Background: an optimization exercise with open tools, aiming at small area. Do not read the settings as production practice.
At most, simulation tests tie the RTL to the original design; equivalence was not proved.
Function not checked in run 1: the RTL went through the layout flow alone.
Power figures rest on the tool's default switching activity, not on a simulated workload.

**flow/config.mk**
```make
export PLATFORM = sky130hd
export DESIGN_NAME = pong
export DESIGN_NICKNAME = pong
export VERILOG_FILES = /design/flow/design.v
export SDC_FILE = /design/flow/constraint.sdc
export NUM_CORES = 4
export LEC_CHECK = 0
export CAP_MARGIN = 20
export CORE_MARGIN = 2
export CORE_UTILIZATION = 40
export PLACE_DENSITY = 0.6
export SLEW_MARGIN = 20
```
**flow/constraint.sdc**
```tcl
create_clock -name core_clock -period 20.0 [get_ports {clock}]
set_input_delay 4.0000 -clock core_clock [delete_from_list [all_inputs] [get_ports {clock}]]
set_output_delay 4.0000 -clock core_clock [all_outputs]
set_load 0.01 [all_outputs]
```
**flow/design.v**
```verilog
module pong(clock, reset, h_sync, v_sync, DAC_clock, vga_R, vga_G, vga_B, left_key, right_key, blank_n, left_key1, right_key1);
input clock, reset;
output [7:0] vga_R, vga_G, vga_B;
output h_sync, v_sync, DAC_clock;
input left_key, right_key, left_key1, right_key1;
output blank_n;
reg q;                   
reg [9:0] xm, ym;        
reg kl, kr, ka, kb;      
reg kl1, kr1, ka1, kb1;  
reg [5:0] b, b1;         
reg [7:0] bx;            
reg [6:0] by;            
reg xs, iny;
reg cx1, cx2, cy1, cy2, ctb;
reg dirx, diry, colour;
reg pp;                  
wire lastx = (xm == 10'd793);
wire [5:0] bs = ym[8] ? b : b1;
wire [7:0] e = {1'b0, xm[9:3]} - {2'b0, bs};
wire rowp = (ym[8:4] == 5'd27) | (ym[8:4] == 5'd3);
wire paddle = rowp & ~e[7] & (e[6:0] <= 7'd14) & ((e[6:0] != 7'd0) | (xm[2:0] == 3'd7));
wire lr = (xm[9:3] == 7'd0) | (xm[9:3] == 7'd79);
wire tp = (ym[8:3] == 6'd0);
wire bt = (ym[8:3] == 6'd59);
wire border = lr | tp | bt;
wire xq = (xm[1:0] == 2'd2);
wire x0 = xq & (xm[9:2] == bx);
wire x8 = xs & xq & (xm[3:2] == bx[1:0] + 2'd2);
wire x16 = xs & xq & (xm[3:2] == bx[1:0]);
wire yq = (ym[1:0] == 2'd2);
wire y0 = yq & (ym[8:2] == by);
wire [2:0] by2 = by[2:0] + 3'd2;
wire [2:0] by4 = by[2:0] + 3'd4;
wire y8 = iny & yq & (ym[4:2] == by2);
wire r16 = iny & (ym[4:2] == by4);
wire y16 = r16 & yq;
wire y17 = r16 & (ym[1:0] == 2'd3);
wire rc = (ym == 10'd500) & (xm == 10'd0);
always @(posedge clock)
if (reset) begin
	q <= 1'b0;
	xm <= 10'd1023; ym <= 10'd0;
	kl <= 1'b0; kr <= 1'b0; ka <= 1'b0; kb <= 1'b0;
	kl1 <= 1'b0; kr1 <= 1'b0; ka1 <= 1'b0; kb1 <= 1'b0;
	b <= 6'd0; b1 <= 6'd0;
	bx <= 8'd12; by <= 7'd12;
	xs <= 1'b0; iny <= 1'b0;
	cx1 <= 1'b0; cx2 <= 1'b0; cy1 <= 1'b0; cy2 <= 1'b0; ctb <= 1'b0;
	dirx <= 1'b0; diry <= 1'b0; colour <= 1'b0;
	pp <= 1'b0;
end else begin
	q <= ~q;
	if (q) begin
		xm <= lastx ? 10'd0 : xm + 10'd1;
		if (lastx) ym <= (ym == 10'd525) ? 10'd0 : ym + 10'd1;
		kl <= left_key; kr <= right_key; ka <= kl ^ kr; kb <= ka;
		kl1 <= left_key1; kr1 <= right_key1; ka1 <= kl1 ^ kr1; kb1 <= ka1;
		if (ka ^ kb) begin
			if (kl & ~kr) b <= b + 6'd7;
			else if (~kl & kr & (b != 6'd0)) b <= b - 6'd7;
		end
		if (ka1 ^ kb1) begin
			if (kl1 & ~kr1) b1 <= b1 + 6'd7;
			else if (~kl1 & kr1 & (b1 != 6'd24)) b1 <= b1 - 6'd7;
		end
		if (x0) xs <= 1'b1;
		else if (x16) xs <= 1'b0;
		if (y0) iny <= 1'b1;
		else if (y17) iny <= 1'b0;
		if (rc) begin
			cx1 <= 1'b0; cx2 <= 1'b0; cy1 <= 1'b0; cy2 <= 1'b0; ctb <= 1'b0;
			if (~(cx1 & cx2)) begin
				bx <= dirx ? bx - 8'd1 : bx + 8'd1;
				if (cx2) dirx <= 1'b1;
				else if (cx1) dirx <= 1'b0;
			end
			if (~(cy1 & cy2) & ~ctb) begin
				by <= diry ? by - 7'd1 : by + 7'd1;
				if (cy2) begin diry <= 1'b1; colour <= ~colour; end
				else if (cy1) begin diry <= 1'b0; colour <= ~colour; end
			end
		end else begin
			if ((border | pp) & x0 & y8) cx1 <= 1'b1;
			if ((border | pp) & x16 & y8) cx2 <= 1'b1;
			if (pp & x8 & y0) cy1 <= 1'b1;
			if (pp & x8 & y16) cy2 <= 1'b1;
			if (border & x8 & (y0 | y16)) ctb <= 1'b1;
		end
		pp <= paddle;
	end
end
assign h_sync = ~((xm >= 10'd655) & (xm < 10'd747));
assign v_sync = ~((ym >= 10'd490) & (ym < 10'd492));
assign blank_n = (xm < 10'd640) & (ym < 10'd480);
assign DAC_clock = ~(q | (xm[9] & xm[8] & xm[7]));
wire ball = xs & iny & ~y16;
wire g = ball | (xm[1] ^ ym[1]);
reg r01, r26, r7, gg, b0, b1o, b26, b7;
always @* begin
	if (pp) begin
		r01 = 1; r26 = 0; r7 = 0; gg = 1; b0 = 1; b1o = 1; b26 = 1; b7 = 0;
	end else if (lr) begin
		r01 = 1; r26 = 1; r7 = 0; gg = 0; b0 = 1; b1o = 0; b26 = 0; b7 = 0;
	end else if (tp) begin
		r01 = 1; r26 = 1; r7 = 0; gg = 1; b0 = 0; b1o = 0; b26 = 0; b7 = 0;
	end else if (bt) begin
		r01 = 0; r26 = 0; r7 = 0; gg = 1; b0 = 1; b1o = 1; b26 = 1; b7 = 0;
	end else begin
		r01 = ball; r26 = ball; r7 = ball; gg = g; b0 = g; b1o = g;
		b26 = g & ~colour; b7 = g & ~colour;
	end
end
assign vga_R = {r7, {5{r26}}, {2{r01}}};
assign vga_G = {8{gg}};
assign vga_B = {b7, {5{b26}}, b1o, b0};
endmodule
```
**flow/run.sh**
```bash
#!/bin/bash
# synth_recipe.tcl (not shown) runs the flow's synth.tcl, then flattens the netlist and writes it again
# the make line also repeats each setting of config.mk as NAME=value (left out here)
make -C /OpenROAD-flow-scripts/flow DESIGN_CONFIG=/design/flow/config.mk WORK_HOME=/design/flow/orfs CLKGATE_MAP_FILE= SYNTH_SCRIPT=/design/flow/synth_recipe.tcl finish
```
==> results of run 1 <==
flip-flops by register name, indices dropped and copies added (netlist names), 6 cells and up:
signal / count
b1: 6
xm: 10
bx: 8
by: 7
b: 6
ym: 10
per-layer routing:
layer / GRT usage / vias to the layer above / routed length (µm)
met4: 0.0754 / 0 / 216
met2: 0.300 / 99 / 5370
li1: - / 2145 / -
met5: 0 / - / 0
met3: 0.0384 / 15 / 477
met1: 0.243 / 2060 / 5710
final timing paths:
kind	from	to	cells past startpoint
worst min-delay path	cx1$_SDFFE_PP0P_	cx1$_SDFFE_PP0P_	2
worst min register to register	cx1$_SDFFE_PP0P_	cx1$_SDFFE_PP0P_	2
worst max register to register	ym[8]$_SDFFE_PP0P_	pp$_SDFFE_PP0P_	10
worst max-delay path	ym[8]$_SDFFE_PP0P_	vga_G[7]	5
cells in the mapped netlist (8+ instances only):
cell	n
dfxtp_1	67
nor2b_1	15
nor3_1	16
nand3_1	13
inv_1	28
nand2b_1	8
a21oi_1	23
nor2_1	63
buf_4	26
a211oi_1	13
xor2_1	9
o21ai_0	26
nand2_1	42
ha_1	39
xnor2_1	34
mux2i_1	28
nand4_1	11
clkbuf_1	10
cell type report:
class,instances,area [µm²],share of cell area
clock buffer,13,280,0.0494
clock inverter,3,67.6,0.0119
inverter,28,105,0.0185
multi-input combinational,460,3320,0.586
sequential,67,1340,0.236
tap,172,215,0.0379
timing repair buffer,35,340,0.0600
worst register-to-register path: cells and delay by family, from the launching register on:
| kind | cells | cell delay, ns |
|---|---|---|
| AOI/OAI and AO/OA | 6 | 1.22 |
| DFF | 1 | 0.74 |
| adders and majority gates | 2 | 0.63 |
| and+or+nand+nor | 1 | 0.09 |
| buffers and inverters | 1 | 0.06 |
kinds of logic (layout without fill, tap and decap cells):
family                   count (synthesis)  count (layout)
AND/OR/NAND/NOR                        216             216
AO/OA/AOI/OAI                          126             126
buffers and inverters                   76              79
flip-flops                              67              67
adder cells (fa/ha/maj)                 44              44
XOR/XNOR                                43              43
multiplexers                            31              31
through the flow:
step | hold slack [ns] | cell area, µm²
detailed placement | 0.457 | 5330
CTS | 0.470 | 5670
global placement | 0.445 | 5330
finish | 0.463 | 5670
floorplan | 0.432 | 5060
global route | 0.513 | 5670
power by group through the flow:
stage / Clock [W] / Sequential (W) / Combinational, W
after floorplan: 0 / 0.000143 / 0.0000384
after global placement: 0 / 0.000149 / 0.0000423
after detailed placement: 0 / 0.000149 / 0.0000431
after CTS: 0.000188 / 0.000146 / 0.0000437
after global routing: 0.000194 / 0.000148 / 0.0000488
final: 0.000184 / 0.000147 / 0.0000434
==> impl_metrics.sql, run 1 <==
INSERT INTO impl_metrics (metric_group, metric, value, unit) VALUES
('grt', 'global_route.usage.total', '0.186', ''),
('synthesis', 'synth_top_cell_area_share', '0.265', ''),
('power', 'p_comb_frac', '0.116', ''),
('die', 'core_area', '12500', 'µm²'),
('critical_path', 'criticalPathCategory', 'flip-flop to primary output', ''),
('critical_path', 'cp_cell_sequence', 'nand3_1 -> nor3_1 -> nor2_1 -> a21oi_1 -> clkdlybuf4s50_1', ''),
('critical_path', 'critPathCaptureType', 'primary output', ''),
('timing', 'min_cycle_time_layout', '7.09', 'ns'),
('cts', 'cts_max_level', '3', ''),
('drt', 'drtPass1Iterations', '5', ''),
('finish', 'final_nets', '651', ''),
('finish', 'insertedDiodeCount', '0', ''),
('critical_path', 'timing.critical_path.slowest_cell_delay', '0.74', 'ns'),
('finish', 'finish.utilization', '0.455', ''),
('placement', 'io_buf_count', '33', ''),
('timing', 'grt_setup_unrepaired', 'false', ''),
('cts', 'number_of_clock_buffers_inserted_by_tritoncts', '9', ''),
('synthesis', 'arithmetic_cell_share_of_the_synthesized_area_counting_full_adders_half_adders_and_majority_gates', '0.116', ''),
('cts', 'clk_lat_worst_skew', '0.34', 'ns'),
('synthesis', 'library_cell_occupying_the_most_area_in_the_post_synthesis_netlist', 'dfxtp_1', ''),
('outcome', 'outcome', 'complete, no violations', ''),
('critical_path', 'critical_path_peak_fanout', '15', ''),
('cts', 'path_clk_slew', '0.06', 'ns'),
('grt', 'grt_antenna_before_repair', '0', ''),
('finish', 'layout.cells.most_common', 'dfxtp_1', ''),
('job', 'cap_viol_max_count', '0', ''),
('synthesis', 'synth-edff-count', '0', ''),
('drt', 'ant_nets', '0', ''),
('synthesis', 'synth.mux.area_fraction', '0.0620', ''),
('placement', 'post-place-ws', '13.28', 'ns'),
('critical_path', 'regToRegSetupSlack', '17.18', 'ns'),
('finish', 'post_layout_nonfiller_instances', '778', ''),
('grt', 'grt_max_degree', '52', ''),
('synthesis', 'synth-seq-area-share', '0.265', ''),
('die', 'fp.dieW', '117', 'µm'),
('timing', 'finalSetupViolations', '0', ''),
('drt', 'drt-total-wl', '11800', 'µm'),
('placement', 'detailed_place_hpwl', '8550', 'µm'),
('grt', 'first_global_vias', '4063', ''),
('timing', 'worst_clk_skew', '0.00637', 'ns'),
('timing', 'achievable-frequency', '141', 'MHz'),
('power', 'p_sw', '0.0000942', 'W'),
('timing', 'post-route-worst-setup-slack', '12.91', 'ns'),
('synthesis', 'mappedNetlistNets', '653', ''),
('critical_path', 'worst-endpoint-arrival', '3.09', 'ns'),
('power', 'power', '0.000374', 'W'),
('synthesis', 'synth_warnings', '1', ''),
('critical_path', 'critPathLaunchType', 'flip-flop', ''),
('power', 'sequentialPowerShare', '0.392', ''),
('synthesis', 'post_synth_main_area_contributors', 'dfxtp_1 (26%), ha_1 (9.6%), xnor2_1 (5.9%), mux2i_1 (5.5%), nor2_1 (4.7%)', ''),
('timing', 'final_cycle_utilization_of_the_critical_path', '0.355', ''),
('synthesis', 'postSynthCellCount', '603', ''),
('die', 'initial_core_util', '0.406', ''),
('power', 'sw_frac_of_total', '0.252', ''),
('power', 'power_frac_clock', '0.492', ''),
('finish', 'share_of_layout_cells_above_drive_strength_1', '0.0644', ''),
('critical_path', 'cp_num_buf_inv', '1', ''),
('drt', 'post-route-drc-count', '0', ''),
('die', 'die-height', '117', 'µm'),
('synthesis', 'postSynthRegisterBits', '67', ''),
('critical_path', 'cpMaxStageDelayCell', 'dfxtp_1', ''),
('critical_path', 'timing.critical_path.required', '16.00', 'ns'),
('timing', 'timing.setup.tns', '0', 'ns'),
('synthesis', 'ys.flop_type', 'dfxtp_1', ''),
('finish', 'mostFrequentLayoutCells', 'dfxtp_1 (67), nor2_1 (63), nand2_1 (42)', ''),
('synthesis', 'ys_types', '72', ''),
('power', 'cellInternalPower', '0.000280', 'W'),
('cts', 'clock_sinks', '67', ''),
('cts', 'post_cts_resized', '0', ''),
('power', 'p_leak', '2.05', 'nW'),
('finish', 'fillerInstances', '1191', '');
==> run 2: changes to the inputs <==
--- a/flow/design.v
+++ b/flow/design.v
@@ -12,7 +12,8 @@
 reg [7:0] bx;            
 reg [6:0] by;            
 reg xs, iny;
-reg cx1, cx2, cy1, cy2, ctb;
+reg cx1, cx2, cy1, cy2;
+reg c;                   
 reg dirx, diry, colour;
 reg pp;                  
 wire lastx = (xm == 10'd793);
@@ -36,7 +37,23 @@
 wire r16 = iny & (ym[4:2] == by4);
 wire y16 = r16 & yq;
 wire y17 = r16 & (ym[1:0] == 2'd3);
-wire rc = (ym == 10'd500) & (xm == 10'd0);
+wire up = (ka ^ kb) & kl & ~kr;
+wire dn = (ka ^ kb) & ~kl & kr & (b != 6'd0);
+wire [5:0] bt0 = {updn3(b[5:3], up & (b[2:0] != 3'd0) | dn & (b[2:0] != 3'd7), dn),
+                  updn3(b[2:0], up | dn, up)};
+wire up1 = (ka1 ^ kb1) & kl1 & ~kr1;
+wire dn1 = (ka1 ^ kb1) & ~kl1 & kr1 & (b1 != 6'd24);
+wire [5:0] bt1 = {updn3(b1[5:3], up1 & (b1[2:0] != 3'd0) | dn1 & (b1[2:0] != 3'd7), dn1),
+                  updn3(b1[2:0], up1 | dn1, up1)};
+function [2:0] updn3(input [2:0] v, input en, input d);
+	updn3 = {en & (v[0] ^ d) & (v[1] ^ d), en & (v[0] ^ d), en};
+endfunction
+wire row480 = (ym == 10'd480);
+wire sx = row480 & (xm[9:3] == 7'd0);
+wire sy = row480 & (xm[9:3] == 7'd1) & (xm[2:0] != 3'd7);
+wire fin = row480 & (xm == 10'd16);
+wire htb = (by == 7'd1) | (by == 7'd114);
+wire cin = (xm[2:0] == 3'd0) ? (xm[3] ? ~(cy1 & cy2) & ~htb : ~(cx1 & cx2)) : c;
 always @(posedge clock)
 if (reset) begin
 	q <= 1'b0;
@@ -46,7 +63,7 @@
 	b <= 6'd0; b1 <= 6'd0;
 	bx <= 8'd12; by <= 7'd12;
 	xs <= 1'b0; iny <= 1'b0;
-	cx1 <= 1'b0; cx2 <= 1'b0; cy1 <= 1'b0; cy2 <= 1'b0; ctb <= 1'b0;
+	cx1 <= 1'b0; cx2 <= 1'b0; cy1 <= 1'b0; cy2 <= 1'b0; c <= 1'b0;
 	dirx <= 1'b0; diry <= 1'b0; colour <= 1'b0;
 	pp <= 1'b0;
 end else begin
@@ -56,27 +73,27 @@
 		if (lastx) ym <= (ym == 10'd525) ? 10'd0 : ym + 10'd1;
 		kl <= left_key; kr <= right_key; ka <= kl ^ kr; kb <= ka;
 		kl1 <= left_key1; kr1 <= right_key1; ka1 <= kl1 ^ kr1; kb1 <= ka1;
-		if (ka ^ kb) begin
-			if (kl & ~kr) b <= b + 6'd7;
-			else if (~kl & kr & (b != 6'd0)) b <= b - 6'd7;
-		end
-		if (ka1 ^ kb1) begin
-			if (kl1 & ~kr1) b1 <= b1 + 6'd7;
-			else if (~kl1 & kr1 & (b1 != 6'd24)) b1 <= b1 - 6'd7;
-		end
+		b <= b ^ bt0;
+		b1 <= b1 ^ bt1;
 		if (x0) xs <= 1'b1;
 		else if (x16) xs <= 1'b0;
 		if (y0) iny <= 1'b1;
 		else if (y17) iny <= 1'b0;
-		if (rc) begin
-			cx1 <= 1'b0; cx2 <= 1'b0; cy1 <= 1'b0; cy2 <= 1'b0; ctb <= 1'b0;
+		if (sx) begin
+			bx <= {bx[0] ^ cin, bx[7:1]};
+			c <= (bx[0] ^ dirx) & cin;
+		end
+		if (sy) begin
+			by <= {by[0] ^ cin, by[6:1]};
+			c <= (by[0] ^ diry) & cin;
+		end
+		if (fin) begin
+			cx1 <= 1'b0; cx2 <= 1'b0; cy1 <= 1'b0; cy2 <= 1'b0;
 			if (~(cx1 & cx2)) begin
-				bx <= dirx ? bx - 8'd1 : bx + 8'd1;
 				if (cx2) dirx <= 1'b1;
 				else if (cx1) dirx <= 1'b0;
 			end
-			if (~(cy1 & cy2) & ~ctb) begin
-				by <= diry ? by - 7'd1 : by + 7'd1;
+			if (~(cy1 & cy2)) begin
 				if (cy2) begin diry <= 1'b1; colour <= ~colour; end
 				else if (cy1) begin diry <= 1'b0; colour <= ~colour; end
 			end
@@ -85,7 +102,6 @@
 			if ((border | pp) & x16 & y8) cx2 <= 1'b1;
 			if (pp & x8 & y0) cy1 <= 1'b1;
 			if (pp & x8 & y16) cy2 <= 1'b1;
-			if (border & x8 & (y0 | y16)) ctb <= 1'b1;
 		end
 		pp <= paddle;
 	end
==> flow/flow/run.sh (new file) <==
#!/bin/bash
# The standard layout (standard.sh: the standard flow's synthesis and ORFS flow), with
# two changes: ports are buffered with the smallest buffer, and the clock
# tree is built from clkbuf_4 cells without dummy loads.
set -euo pipefail
bash standard.sh \
  "BUFFER_PORTS_ARGS=-buffer_cell sky130_fd_sc_hd__buf_1" \
  "CTS_ARGS=-sink_clustering_enable -repair_clock_nets -buf_list sky130_fd_sc_hd__clkbuf_4 -dont_use_dummy_load" \
  finish > flow_make.log 2>&1
==> flow/standard.sh (new file) <==
#!/bin/bash
# synth_recipe.tcl (not shown) runs the flow's synth.tcl, then flattens the netlist and writes it again
# the make line also repeats each setting of config.mk as NAME=value (left out here)
make -C /OpenROAD-flow-scripts/flow DESIGN_CONFIG=/design/flow/config.mk WORK_HOME=/design/flow/orfs CLKGATE_MAP_FILE= SYNTH_SCRIPT=/design/flow/synth_recipe.tcl "${@:-finish}"
removed: flow/run.sh
==> run 2 against run 1 <==
Against the previous run: sequential cell count unchanged; non-clock buffer count unchanged; sequential power about the same; combinational power down 16%; area after synthesis down 14%; utilization down 4.4 points; via count down 16%; power down 34%; hold slack worse by 0.0042 ns; clock skew up 0.023 ns.
==> impl_metrics.sql, run 2 <==
INSERT INTO impl_metrics (metric_group, metric, value, unit) VALUES
('finish', 'final_nets', '541', ''),
('grt', 'grt_max_degree', '48', ''),
('grt', 'global_route.usage.total', '0.179', ''),
('drt', 'avgRoutedWirePerCell', '15.0', 'µm'),
('synthesis', 'syn_avg_cell_area', '8.30', 'µm²'),
('finish', 'largest_registers', 'xm x10, ym x10, bx x8', ''),
('synthesis', 'postSynthCellCount', '526', ''),
('critical_path', 'worst-endpoint-arrival', '2.57', 'ns'),
('timing', 'timing.setup.tns', '0', 'ns'),
('die', 'num_rows', '38', ''),
('cts', 'post_cts_resized', '0', ''),
('cts', 'post-cts-setup-buffers', '0', ''),
('finish', 'fillerInstances', '1122', ''),
('synthesis', 'top_cells_by_count_synth', 'dfxtp_1 (67), nor2_1 (57), nand2_1 (41)', ''),
('job', 'cap_viol_max_count', '0', ''),
('die', 'core_area', '10700', 'µm²'),
('finish', 'layout.cells.most_common', 'dfxtp_1', ''),
('finish', 'syn2layout_area_growth', '1.12', '%'),
('timing', 'worst_clk_skew', '0.0293', 'ns'),
('critical_path', 'criticalPathCategory', 'flip-flop to primary output', ''),
('critical_path', 'timing.rr.start', 'ym[8]$_SDFFE_PP0P_', ''),
('cts', 'holdBufCountCts', '0', ''),
('synthesis', 'postSynthRegisterBits', '67', ''),
('timing', 'tightestPinTransition', '0.742', 'ns'),
('power', 'power', '0.000246', 'W'),
('cts', 'path_clk_slew', '0.11', 'ns'),
('timing', 'final_cycle_utilization_of_the_critical_path', '0.328', ''),
('die', 'die-height', '108', 'µm'),
('grt', 'globalRoute.totalOverflow', '0', ''),
('cts', 'cts_max_level', '3', ''),
('drt', 'ant_nets', '0', ''),
('critical_path', 'regToRegSetupSlack', '17.05', 'ns'),
('placement', 'io_buf_count', '33', ''),
('synthesis', 'mappedNetlistNets', '550', ''),
('synthesis', 'mappedNetlistArea', '4370', 'µm²'),
('critical_path', 'critPathLaunchType', 'flip-flop', ''),
('critical_path', 'end_of_the_worst_register_to_register_path', 'pp$_SDFFE_PP0P_', ''),
('drt', 'route.detailed.vias_per_inst', '5.55', ''),
('grt', 'grt_antenna_before_repair', '0', ''),
('timing', 'achievable-frequency', '152', 'MHz'),
('drt', 'drt-total-wl', '9810', 'µm'),
('cts', 'clock_sinks', '67', ''),
('synthesis', 'synth_warnings', '1', ''),
('synthesis', 'synth-seq-area-share', '0.307', ''),
('outcome', 'outcome', 'complete, no violations', ''),
('power', 'p_leak', '1.54', 'nW'),
('finish', 'share_of_layout_cells_above_drive_strength_1', '0.0544', ''),
('synthesis', 'synth_top_cell_area_share', '0.307', ''),
('synthesis', 'post_synth_main_area_contributors', 'dfxtp_1 (31%), xnor2_1 (5.8%), mux2i_1 (5.7%), nor2_1 (4.9%), ha_1 (4.9%)', ''),
('grt', 'grt_first_pass_wirelength', '16600', 'µm'),
('cts', 'number_of_clock_buffers_inserted_by_tritoncts', '9', ''),
('drt', 'via_count', '3632', ''),
('synthesis', 'ys.flop_type', 'dfxtp_1', ''),
('cts', 'clk_lat_worst_skew', '0.42', 'ns'),
('die', 'initial_core_util', '0.406', ''),
('drt', 'detailedRoute.firstIterationViolations', '181', ''),
('drt', 'drtPass1Iterations', '4', ''),
('cts', 'cts_root_buf', 'clkbuf_4', ''),
('die', 'i_o_pins', '34', ''),
('synthesis', 'async_reset_ff_frac', '0', ''),
('timing', 'headroom_to_the_max_slew_limit', '0.501', ''),
('placement', 'finalWeightedCongestion', '0.814', ''),
('finish', 'insertedDiodeCount', '0', ''),
('placement', 'detailed_place_hpwl', '7250', 'µm'),
('timing', 'min_cycle_time_layout', '6.57', 'ns'),
('drt', 'post-route-drc-count', '0', ''),
('die', 'floorplan.die_area', '11800', 'µm²'),
('synthesis', 'ys_types', '67', ''),
('synthesis', 'library_cell_occupying_the_most_area_in_the_post_synthesis_netlist', 'dfxtp_1', ''),
('critical_path', 'worstSetupEndpoint', 'vga_B[3]', ''),
('synthesis', 'synth-edff-count', '0', ''),
('power', 'max-vdd-ir-drop', '36.7', 'µV'),
('timing', 'timing_hold_violations_final', '0', ''),
('die', 'fp.dieW', '108', 'µm'),
('critical_path', 'critPathCaptureType', 'primary output', ''),
('timing', 'finalSetupViolations', '0', ''),
('timing', 'final_max_slew_viol_count', '0', ''),
('grt', 'first_global_vias', '3399', ''),
('critical_path', 'timing.critical_path.from', 'ym[3]$_SDFFE_PP0P_', ''),
('timing', 'grt_setup_unrepaired', 'false', ''),
('finish', 'mostFrequentLayoutCells', 'dfxtp_1 (67), nor2_1 (57), nand2_1 (41)', ''),
('critical_path', 'critical_path_peak_fanout', '12', ''),
('critical_path', 'timing.critical_path.required', '16.00', 'ns'),
('cts', 'cts_buffer_depth', '2', ''),
('power', 'power.density_cell_area', '55.7', 'nW/µm²'),
('critical_path', 'r2r_cells', '9', ''),
('hold_path', 'min_path_type', 'flip-flop to flip-flop', ''),
('cts', 'cts_tree', 'yes', ''),
('synthesis', 'synth.most_common_cell', 'dfxtp_1', '');
-- run 2: metal layers --
layer | wire [µm] | track usage | vias to the layer above
met5 | 0 | 0 | -
met4 | 187 | 0.0632 | 0
met3 | 422 | 0.0398 | 14
met2 | 4650 | 0.296 | 89
met1 | 4550 | 0.230 | 1719
li1 | - | - | 1810
-- run 2: how the worst min path moves through the flow --
stage	cells past startpoint	end	slack, ns	from
2_1_floorplan	2	cx1$_SDFFE_PP0P_	0.42	cx1$_SDFFE_PP0P_
3_3_place_gp	2	cx1$_SDFFE_PP0P_	0.44	cx1$_SDFFE_PP0P_
3_5_place_dp	2	cx1$_SDFFE_PP0P_	0.45	cx1$_SDFFE_PP0P_
4_1_cts	2	cx1$_SDFFE_PP0P_	0.46	cx1$_SDFFE_PP0P_
5_1_grt	2	cx1$_SDFFE_PP0P_	0.49	cx1$_SDFFE_PP0P_
6_report	2	cx1$_SDFFE_PP0P_	0.46	cx1$_SDFFE_PP0P_
-- run 2: through the flow --
step           instance area (µm²)  cells  setup slack (ns)   util  hold WS, ns
3_3_place_gp                  4350    646             13.92  0.405        0.438
6_report                      4420    655             13.43  0.411        0.459
3_5_place_dp                  4350    646             13.87  0.405        0.450
4_1_cts                       4420    655             13.40  0.411        0.463
2_1_floorplan                 4370    526             14.03      -        0.422
5_1_grt                       4420    655             13.13  0.411        0.494
-- run 2: layout make-up --
cell class	instances	area [µm²]	share of cell area
clock buffers	9	67.6	0.0153
well taps	140	175	0.0397
flip-flops and latches	67	1340	0.304
inverters	15	56.3	0.0128
multi-input cells	389	2640	0.597
repair buffers	35	140	0.0317
-- run 2: report_power, final --
| group | internal (W) | switching, W |
|---|---|---|
| Combinational | 0.0000153 | 0.0000213 |
| Sequential | 0.000137 | 0.00000863 |
| Clock | 0.0000209 | 0.0000430 |
-- run 2: kinds of logic (layout without fill, tap and decap cells) --
logic type / after synthesis / after routing / synth area share
AND/OR/NAND/NOR: 222 / 222 / 0.274
XOR/XNOR: 50 / 50 / 0.100
buffers and inverters: 70 / 59 / 0.0894
AO/OA/AOI/OAI: 71 / 71 / 0.111
adder cells (fa/ha/maj): 18 / 18 / 0.0533
multiplexers: 28 / 28 / 0.0650
flip-flops: 67 / 67 / 0.307
-- run 2: worst max-delay path: stages (launching register included) --
cell and delay [ns]:
dfxtp_1 0.63, xnor2_1 0.16, nand3_1 0.15, o211a_1 0.23
nor2_1 0.10, o311ai_0 0.67, buf_1 0.22

[afterwards: timing with drivers on the ports]
The flow's constraints put no driver on any port. The routed layouts listed below were extracted and timed again, unchanged, in two steps.
Step 1 assumes that a clkbuf_16 drives the clock port and a buf_2 every other input.
Step 2, shift: input delay + t, output delay - t, t = (earliest + latest rising clock arrival at the registers) / 2. This alone moves slack from input paths to output paths.
Slacks: ideal / step 1 / step 2; pairs: ideal / step 1.
run	t, ns	slack for setup (ns)	clock arrival spread, ns	worst data-port slew with drivers (ns)
run 1	0.377	12.908 / 12.870 / 13.247	0.008 / 0.008	0.03
run 2	0.438	13.433 / 13.404 / 13.842	0.029 / 0.029	0.03
After both steps setup and hold are still met in every run listed.
